Background: an optimization exercise with open tools, aiming at small area, a short achievable clock period and few clock cycles. Do not read the settings as production practice. Function was checked by simulation only, so behaviour that the tests miss may differ from the original. Power and IR drop assume default switching activity.

$ cat run.sh
#!/bin/bash
# synth_recipe.tcl (not shown) runs the flow's synth.tcl, then flattens the netlist and writes it again
# the make line also repeats each setting of config.mk as NAME=value (left out here)
make -C /OpenROAD-flow-scripts/flow DESIGN_CONFIG=/design/flow/config.mk WORK_HOME=/design/flow/orfs CLKGATE_MAP_FILE= SYNTH_SCRIPT=/design/flow/synth_recipe.tcl finish
$ cat constraint.sdc
create_clock -name core_clock -period 10.0 [get_ports {clk}]
set_input_delay 2.0000 -clock core_clock [delete_from_list [all_inputs] [get_ports {clk}]]
set_output_delay 2.0000 -clock core_clock [all_outputs]
set_load 0.01 [all_outputs]
$ cat design.v
`timescale 1ns / 1ps
module checkfr_fsm(
    input [31:0] num_in,
    input clk, rst, r_i,
    output res,
    output reg r_o
    );
    reg [4:0] lst;
    reg [4:0] iter;
    reg res_rg;
    reg [1:0] state;
    reg [31:0] num;
    always@(posedge clk)
    begin
        if(rst)
            state <= 2'b00;
        else
        case(state)
        2'b00: if(r_i)
            begin
                lst <= 5'b11111;
                iter <= 0;
                res_rg <= 0;
                num <= num_in;
                state <= 2'b01;
            end
        2'b01:
            begin
                for(iter = 0; iter <= 22; iter = iter + 1)
                begin
                    if (lst == 5'b11111 && num[iter])
                        lst = iter;
                    else
                        lst = lst;
                end
                state <= 2'b10;
            end
        2'b10:
            begin
                if (num[30:23] > 7'b1111111)
                begin
                   res_rg = num[31] || ((22-(num[30:23]-7'b1111111)) >= lst) && (lst!=5'b11111);
                end
                else
                begin
                    res_rg = 1;
                end
                state <= 2'b00;
            end
        default:
            state <= 2'b00;
        endcase
    end
    always@(posedge clk)
    begin
        if(rst)
            r_o <= 0;
        else if(state == 2'b10)
            r_o <= 1;
        else
            r_o <= 0;
    end
    assign res = res_rg;
endmodule
`timescale 1ns / 1ps
module sum_fsm(
    input clk, rst, r_i,
    input [31:0] a, b,
    output [31:0] res,
    output reg r_o
    );
    reg [3:0] state;
    reg [31:0] mx;
    reg [31:0] mn;
    reg [24:0] mant;
    reg [22:0] mant_res;
    reg [8:0] exp;
    reg [4:0] carry;
    reg [4:0] iter;
    reg [31:0] res_reg;
    always@(posedge clk)
    begin
        if(rst)
            state <= 3'b000;
        else
        case(state)
            3'b000:
            begin
                state <= 3'b001;
                mx <= 0;
                mn <= 0;
                mant_res <= 0;
                mant <= 0;
                exp <= 0;
                carry <= 0;
                iter <= 0;
                res_reg <= 0;
            end
            3'b001: if(r_i)
            begin
                mx = (a[30:23] > b[30:23]) ? a : (((a[30:23] == b[30:23])) ? (a[22:0] > b[22:0] ? a : b) : b );
                mn = (a == mx) ? b : a;
                state <= 3'b010;
            end
            3'b010:
            begin
                mant <= (mx[31]^mn[31]) ? {1'b1, mx[22:0]} - ({1'b1, mn[22:0]} >> (mx[30:23]-mn[30:23])): {1'b1, mx[22:0]}+({1'b1, mn[22:0]} >> (mx[30:23]-mn[30:23]));
                state <= 3'b011;
            end
            3'b011:
            begin
                for(iter = 0; iter <= 24; iter = iter + 1)
                begin
                    if(mant[iter])
                        carry = iter;
                    else
                        carry = carry;
                end
                state <= 3'b100;
            end
            3'b100:
            begin
                mant_res <= mant[24] ? (mant >> 1) : (mant << (23-carry)); 
                state <= 3'b101;
            end
            3'b101:
            begin
                exp <= mx[30:23]+carry-5'b10111;
                state <= 3'b110;
            end
            3'b110:
            begin
                res_reg <= mx[31] ? {1'b1, exp[7:0], mant_res} : {1'b0, exp[7:0], mant_res};
                state <= 3'b111;
            end
            3'b111:
                state <= 3'b000;
            default:
                state <= 3'b000;
        endcase
    end
    always@(posedge clk)
    begin
        if(rst)
            r_o <= 0;
        else
        case(state)
            3'b000: r_o <= 0;
            3'b111: r_o <= 1;
        endcase
    end
    assign res = res_reg;
endmodule
`timescale 1ns / 1ps
module del_fsm(
    input [31:0] n, x,
    input clk, rst, r_i,
    output [31:0] res,
    output reg r_o
    );
    reg [24:0] divisible;
    reg [24:0] divider;
    reg [7:0] divs_exp;
    reg [7:0] divd_exp;
    reg divd_fb;
    reg divs_fb;
    reg [4:0] state;
    reg [4:0] iter;
    reg [23:0] mant_res;
    reg [24:0] reminder;
    reg [4:0] carry;
    reg [4:0] carry_sh;
    reg [8:0] exp;
    reg [31:0] res_reg;
    always@(posedge clk)
    begin
        if(rst)
            state <= 5'b00000;
        else
        case(state)
            5'b00000:
            begin
                divisible <= 0;
                divider <= 0;
                divs_exp <= 0;
                divd_exp <= 0;
                divd_fb <= 0;
                divs_fb <= 0;
                iter <= 0;
                mant_res <= 0;
                reminder <= 0;
                carry <= 0;
                res_reg <= 0;
                state <= 5'b00001;
            end
            5'b00001: if(r_i)
            begin
                divisible <= {1'b1, n[22:0]};
                divider <= {1'b1, x[22:0]};
                divs_exp <= n[30:23];
                divd_exp <= x[30:23];
                divd_fb <= n[31];
                divs_fb <= x[31];
                state <= 5'b00010;
            end
            5'b00010:
            begin
                if(divisible >= divider)
                begin
                    divisible <= divisible-divider;
                    mant_res <= mant_res +1'b1;
                    state <= 5'b00010;
                end
                else
                begin
                    reminder <= divisible;
                    state <= 5'b00011;
                end
            end
            5'b00011:
            begin
                reminder <= reminder << 1;
                state <= 5'b00100;
            end
            5'b00100:
            begin
                if(!mant_res[23])
                    state <= 5'b00101;
                else
                    state <= 5'b01010;  
            end
            5'b00101:
            begin
                if(reminder < divider)
                begin
                    mant_res <= mant_res << 1;
                    reminder <= reminder << 1;
                    state <= 5'b01001;
                end
                else
                    state <= 5'b00110;
            end
            5'b00110:
            begin
                mant_res <= (mant_res << 1) + 1'b1;
                state <= 5'b00111;
            end
            5'b00111:
            begin
                reminder <= reminder - divider;
                state <= 5'b01000;
            end
            5'b01000:
            begin
                reminder <= reminder << 1;
                state <= 5'b01001;
            end
            5'b01001:
            begin
                if(iter < 22)
                begin
                    iter <= iter + 1;
                    state <= 5'b00100;
                end
                else
                begin
                    state <= 5'b01010;
                    iter <= 0;
                end
            end
            5'b01010:  
            begin
                if(iter <= 23)
                    state <= 5'b01011;
                else
                    state <= 5'b01100;
            end
            5'b01011:
            begin
                if(mant_res[iter])
                begin
                    carry <= iter;
                    state <= 5'b01101;
                end
                else
                    state <= 5'b01101;
            end
            5'b01101:
            begin
                iter <= iter + 1;
                state <= 5'b01010;
            end
            5'b01100:
            begin
                carry_sh <= 23 - carry;
                state <= 5'b01110;
            end
            5'b01110:
            begin
                mant_res <= mant_res << carry_sh;
                state <= 5'b01111;
            end
            5'b01111:
            begin
                exp <= {1'b0,divs_exp}+7'b1111111-{1'b0,divd_exp};
                state <= 5'b10000;
            end
            5'b10000:
            begin
                res_reg <= {divs_fb^divd_fb, exp[7:0]-5'b10111+carry, mant_res[22:0]};
                state <= 5'b10001;
            end
            5'b10001:
            begin
                state <= 5'b00000;
            end
            default:
                state <= 5'b00000;
        endcase
    end
    always@(posedge clk)
    begin
        if(rst)
            r_o <= 0;
        else if(state == 5'b10001)
            r_o <= 1;
        else
            r_o <= 0;
    end    
    assign res = res_reg;
endmodule
`timescale 1ns / 1ps
module pow2_fsm(
    input [31:0] x,  
    input clk,
    input rst,
    input r_i,
    output [31:0] res,
    output err,
    output reg r_o
    );
    reg [8:0] exp_in;
    reg [22:0] mant_in;
    reg fb;
    reg [8:0] exp;
    reg [47:0] mant;
    reg [22:0] mant_res;
    reg [2:0] state;
    reg [31:0] res_reg;
    reg over;
    always@(posedge clk)
    begin
        if(rst)
            state <= 3'b000;
        else
        case(state)
        3'b000: if(r_i)
        begin
            exp_in <= x[30:23];
            mant_in <= x[22:0];
            fb <= x[31];
            exp <= 0;
            mant <= 0;
            mant_res <= 0;
            over <= 0;
            res_reg <= 0;
            state <= 3'b001;
        end
        3'b001:
        begin
            mant <= {1'b1,mant_in}*{1'b1,mant_in};
            state <= 3'b010;
        end
        3'b010:
        begin
            mant_res <= mant[47] ? mant[46:24] : mant[45:23];  
            state <= 3'b011;
        end
        3'b011:
        begin
            exp <= {1'b0,exp_in}+{1'b0,exp_in}-9'b001111111+mant[47];
            state <= 3'b100;
        end
        3'b100:
        begin
            res_reg = {1'b0, exp[7:0], mant_res};
            over = exp_in[7] ? {exp_in, mant_in} > res_reg[30:0] : {exp_in, mant_in} < res_reg[30:0];
            state <= 3'b101;
        end
        3'b101:
        begin
            state <= 3'b000;
        end
        default:
            state <= 3'b000;
        endcase
    end
    always@(posedge clk)
    begin
        if(rst)
            r_o <= 0;
        else if(state == 3'b101)
            r_o <= 1;
        else
            r_o <= 0;
    end
    assign res = res_reg;
    assign err = over;
endmodule
`timescale 1ns / 1ps
module fsm(
    input [15:0] dataIn,
    input R_I,
    input reset,
    input clk,
    output reg r_o,
    output reg [1:0] err,
    output [31:0] dataOut,
    output ready
    );
    reg [3:0] state;
    reg [31:0] reg_x;
    reg [31:0] reg_n;
    reg [31:0] counter;
    reg [31:0] step1;
    reg [31:0] step2;
    reg fr_i;
    reg fr_flag;
    wire fr_o;
    wire fr_res;
    reg incr_i;
    reg incr_flag;
    wire incr_o;
    wire [31:0] inc_res;
    reg sm_ri;
    reg sm_flag;
    wire sm_ro;
    wire [31:0] sm_res;
    reg dl_ri;
    reg dl_flag;
    wire dl_ro;
    wire [31:0] dl_res;
    reg pw_ri;
    reg pw_flag;
    wire pw_ro;
    wire pw_err;
    wire [31:0] pw_res;
    always@(posedge clk)
    begin
        if(reset)
        begin
            state <= 0;
            fr_i <= 0;
            incr_i <= 0;
            sm_ri <= 0;
            dl_ri <= 0;
            pw_ri <= 0;
        end
        else
        begin
            case(state)
                4'b0000:
                begin
                    reg_x <= 0;
                    reg_n <= 0;
                    counter <= 0;
                    err <= 0;
                    state <= 4'b0001;
                    fr_i <= 0;
                    fr_flag <= 1;
                    incr_i <= 0;
                    incr_flag <= 1;
                    sm_ri <= 0;
                    sm_flag <= 1;
                    dl_ri <= 0;
                    dl_flag <= 1;
                    pw_ri <= 0;
                    pw_flag <= 1;
                end
                4'b0001: if(R_I)
                begin
                    reg_x[31:16] <= dataIn;
                    state <= 4'b0010;
                end
                4'b0010: if(R_I)
                begin
                    reg_x[15:0] <= dataIn;
                    if ({reg_x[31:16], dataIn} == 0)
                    begin 
                        err <= 2'b11;
                        state <= 4'b1110;
                    end
                    else
                        state <= 4'b0011;    
                end
                4'b0011: if(R_I)
                begin
                    reg_n[31:16] <= dataIn;
                    state <= 4'b0100;
                end
                4'b0100: if(R_I)
                begin
                    reg_n[15:0] <= dataIn;
                    state <= 4'b1100;
                end
                4'b1100:  
                begin
                    if(fr_o)
                    begin
                        if(fr_res)
                        begin
                            err <= 2'b10;
                            reg_x <= 0;
                            fr_flag <= 1;
                            state <= 4'b1110;
                        end
                        else
                        begin
                            fr_flag <= 1;
                            state <= 4'b1101;
                        end
                    end
                    else
                    begin
                        if(fr_flag)
                        begin
                            fr_i <= 1;
                            fr_flag <= 0;
                        end
                        else
                            fr_i <= 0;
                   end
                end
                4'b1101:
                begin
                    state <= 4'b0101;
                end
                4'b0101:  
                begin
                    if(incr_o)
                    begin
                        counter <= inc_res;
                        if (inc_res[30:23]>reg_n[30:23] ? 1 : (inc_res[30:23]==reg_n[30:23] ? inc_res[22:0]>=reg_n[22:0] : 0))
                        begin
                            state <= 4'b0000;
                            incr_flag <= 1;
                        end
                        else
                        begin
                            incr_flag <= 1;
                            state <= 4'b0110;
                        end
                    end
                    else
                    begin
                        if(incr_flag)
                        begin
                            incr_i <= 1;
                            incr_flag <= 0;
                        end
                        else
                            incr_i <= 0;
                    end    
                end
                4'b0110:  
                begin
                    if(pw_ro)
                    begin
                        if (pw_err)
                        begin
                            err <= 2'b01;
                            reg_x <= 0;
                            state <= 4'b1110;
                            pw_flag <= 1;
                        end
                        else
                        begin
                            pw_flag <= 1;
                            step1 <= pw_res;
                            state <= 4'b0111;
                        end
                    end
                    else
                    begin
                        if(pw_flag)
                        begin
                            pw_ri <= 1;
                            pw_flag <= 0;
                        end
                        else
                            pw_ri <= 0;
                    end
                end
                4'b0111:  
                begin
                    if(dl_ro)
                    begin
                        dl_flag <= 1;
                        step2 <= dl_res;
                        state <= 4'b1000;
                    end
                    else
                    begin
                        if(dl_flag)
                        begin
                            dl_ri <= 1;
                            dl_flag <= 0;
                        end
                        else
                            dl_ri <= 0;
                   end
                end
                4'b1000:  
                begin
                    if(sm_ro)
                    begin
                        sm_flag <= 1;
                        reg_x <= sm_res;
                        state <= 4'b1110;
                    end
                    else
                    begin
                        if(sm_flag)
                        begin
                            sm_ri <= 1;
                            sm_flag <= 0;
                        end
                        else
                            sm_ri <= 0;
                    end
                end
                4'b1110:  
                begin
                    if(err==0)
                        state <= 4'b0101;
                    else
                        state <= 4'b0000;
                end
            endcase 
        end
    end
    always@(posedge clk)
    begin
        if(reset)
            r_o <= 0;
        else
        case(state)
            4'b0000: r_o <= 0;
            4'b0101: r_o <= 0;
            4'b1110: r_o <= 1;
            4'b1101: r_o <= 1;
        endcase
    end
    assign dataOut = reg_x;
    assign ready = (state == 4'b0001) || (state == 4'b0010) ||
                   (state == 4'b0011) || (state == 4'b0100);
    checkfr_fsm FR(
        .clk(clk),
        .rst(reset),
        .r_i(fr_i),
        .num_in(reg_n),
        .res(fr_res),
        .r_o(fr_o)
    );
    sum_fsm INCR(
        .clk(clk),
        .rst(reset),
        .r_i(incr_i),
        .r_o(incr_o),
        .a(counter),
        .b(32'b00111111100000000000000000000000),
        .res(inc_res)
    );
    sum_fsm SM(
        .clk(clk),
        .rst(reset),
        .r_i(sm_ri),
        .r_o(sm_ro),
        .a(step1),
        .b(step2),
        .res(sm_res)
    );
    pow2_fsm PW(
        .clk(clk),
        .rst(reset),
        .r_i(pw_ri),
        .r_o(pw_ro),
        .x(reg_x),
        .err(pw_err),
        .res(pw_res)
    );
    del_fsm DL(
        .clk(clk),
        .rst(reset),
        .r_i(dl_ri),
        .r_o(dl_ro),
        .n(reg_n),
        .x(reg_x),
        .res(dl_res)
    );
endmodule
$ cat config.mk
export PLATFORM = sky130hd
export DESIGN_NAME = fsm
export DESIGN_NICKNAME = fsm
export VERILOG_FILES = /design/flow/design.v
export SDC_FILE = /design/flow/constraint.sdc
export NUM_CORES = 4
export LEC_CHECK = 0
export CAP_MARGIN = 20
export CORE_MARGIN = 2
export CORE_UTILIZATION = 40
export SLEW_MARGIN = 20
==> results.txt <==
[per-layer routing]
metal	up-vias	wire (um)	track usage, %
met2	1551	85100	34.9
met3	290	13500	3.82
met5	-	76	0
met1	23700	78100	29.3
met4	14	5640	7.00
li1	22400	-	-
[through the flow]
step / hold WS, ps / cell area [um^2] / power, W / std cells / utilization [%]
after floorplan: 400 / 66000 / 0.0170 / 6424 / -
after global placement: 402 / 68900 / 0.0208 / 8468 / 41.9
after detailed placement: 405 / 68900 / 0.0209 / 8469 / 41.9
after CTS: 409 / 72300 / 0.0248 / 8653 / 44.0
after global routing: 421 / 72400 / 0.0269 / 8657 / 44.0
final: 408 / 72400 / 0.0248 / 8662 / 44.1
[layout make-up]
type                    count  area [um^2]  area share [%]
clock buffers             124         2610            3.60
inverters                 805         3020            4.17
multi-input cells        4483        37000            51.1
well taps                2189         2740            3.78
diodes                      6         15.0          0.0207
flip-flops and latches    839        24900            34.4
repair buffers            156         1320            1.82
clock inverters            60          802            1.11
[logic make-up after synthesis]
group / Yosys count / synth area share, %
compound gates: 1119 / 11.2
xor+xnor: 241 / 3.21
fa+ha+maj: 890 / 21.8
buf+inv: 1102 / 6.41
flops: 839 / 37.7
mux: 240 / 4.84
other cells: 1 / 0.00568
simple gates: 1992 / 14.8
[synthesized netlist by cell type (129+ instances only)]
cell type / number / share of area (%)
mux2i_1: 156 / 2.4
and3_1: 220 / 2.1
edfxtp_1: 808 / 37
and2_1: 186 / 1.8
nand2_1: 462 / 2.6
o21ai_0: 255 / 1.9
nor2_1: 534 / 3.0
xnor2_1: 151 / 2.0
a21oi_1: 269 / 2.0
fa_1: 433 / 13
inv_1: 793 / 4.5
clkbuf_1: 252 / 1.4
ha_1: 457 / 8.7
nand3_1: 129 / 0.98
[worst min path at each step]
stage                              start         to  cells past startpoint
after global routing       DL.res_reg[1]   step2[1]                      0
after global placement    DL.res_reg[11]  step2[11]                      0
after floorplan            PW.res_reg[0]   step1[0]                      0
after detailed placement  PW.res_reg[16]  step1[16]                      0
final                      DL.res_reg[2]   step2[2]                      0
after CTS                  DL.res_reg[2]   step2[2]                      0
[where the power goes]
| group | internal [W] | switching, W |
|---|---|---|
| clock network | 0.00219 | 0.00157 |
| logic | 0.00607 | 0.00884 |
| registers | 0.00513 | 0.00104 |
| total | 0.0134 | 0.0114 |
==> results.toml <==
[placement]
dp_slack_ps = 834
globalplace.congestion = 0.920
portBuffers = 54
place_hpwl_um = 140000

[route]
initialDrtViolationCount = 4598
via_per_inst = 5.53
vias = 47900
wl_per_cell_um = 21.0
totalWireLength_um = 182000
firstDrtPassIters = 8
drtAntennaViolNets = 0
route.detailed.drc = 0

[die]
die_y_um = 410
ios = 55
die_area_um2 = 168000
coreArea_um2 = 164000
placementRows = 149
die_w_um = 410
start_util_pct = 40.1

[synth]
syn_nets = 7333
netlist_area_um2 = 66000
synthCells = 6424
ys_seq_area_share_pct = 37.7
synth_edf_count = 808
synth_seq_cells = 839
async_reset_ff_share_pct = 0
synth_ff_type = "edfxtp_1"
synthDistinctLibCells = 101
avgSynthCellArea_um2 = 10.3
yosysWarnings = 5

[clocking]
insertion_delay_ps = 730
cts_sinks = 839
cts_inserted_buffers = 97
cts_setup_buffers = 0
cts.clk_slew.worst_paths_ps = 60
htree_levels = 3
ctsResizeCount = 0
clk_root_buffer_cell = "clkbuf_16"
clock_path_buffers = 3
tritoncts = "built"
holdBufCountCts = 0

[worst_setup_path]
crit_slowest_cell = "edfxtp_1"
r2r_slack_ps = 680
reg2reg_to = "PW.mant[37]"
arrival_ps = 9760
required_ps = 10440
crit_fanout = 17
cp_common_cell = "fa_1"
cpPeakStageDelay_ps = 890
path_buf_inv = 3
startpoint = "PW.mant_in[9]"
r2r-start = "PW.mant_in[9]"
rr_worst_depth = 25
path_delay_family = "adder cells"
worst-setup-path-type = "register to register"
start_kind = "register"
crit_end = "PW.mant[37]"
endpoint_kind = "register"
cp.depth = 25

[layout]
fillers = 15500
drive_above_1_share_pct = 6.70
final_cell_mix = "808 x edfxtp_1, 793 x inv_1, 532 x nor2_1"
areaGrowthSynthToFinish_pct = 9.76
final_common_cell = "edfxtp_1"
final_nets = 7291

[job]
cap_violations = 0

[grt]
grt_use_total_pct = 21.6
grt_max_degree = 95
grt_antenna_before_repair = 20
grt_overflow = 0
grt_pass1_wl_um = 282000
grt_pass1_vias = 47800

[power_and_ir_drop]
ir_drop_uv = 338
power_density_nw_per_um2 = 343
power.leakage_nw = 30.4

[sta]
worst_slack_ps = 681
finalHoldViolations = 0
maxSlewHeadroom_pct = 29.6
rsz0062_at_grt = "no"
max_freq_mhz = 107
worstMarginPinSlew_ps = 1060
final-setup-viol-count = 0
slew_viol_final = 0
fin_setup_tns_ps = 0
finClkSkew_ps = 38.9
period_share_pct = 93.2
layout_min_cycle_time_ps = 9320

[run_status]
outcome = "no timing/DRC/antenna violations"

[worst_hold_path]
worst_hold_path_type = "register to register"
Testbench counts, summed over its fixed seeds: cycles 273,764.

[afterwards: timing with drivers on the ports]
How much do the figures lean on ideal ports? The routed layout below was timed once more, with nothing changed but the port constraints. Step 1, drivers: a clkbuf_16 drives clk and a buf_2 each remaining input, both assumed. Step 2 adds t to the input delays and takes it off the output delays; t is the mean of the earliest and latest rising clock arrival at the registers after step 1. Input paths then give back, and output paths get back, about the clock's delay inside the block. Slacks: ideal / step 1 / step 2; pairs: ideal / step 1.
t (ns): 0.800
setup slack, ns: 0.681 / 0.681 / 0.681
worst setup path at the end: register to register
clock arrival spread, ns: 0.041 / 0.041
slew at the worst register clock pin (ns): 0.07 / 0.07
After both steps setup and hold are still met in this run. The setup slack of this run moves by 0.000 ns with the drivers and by 0.000 ns with both steps.
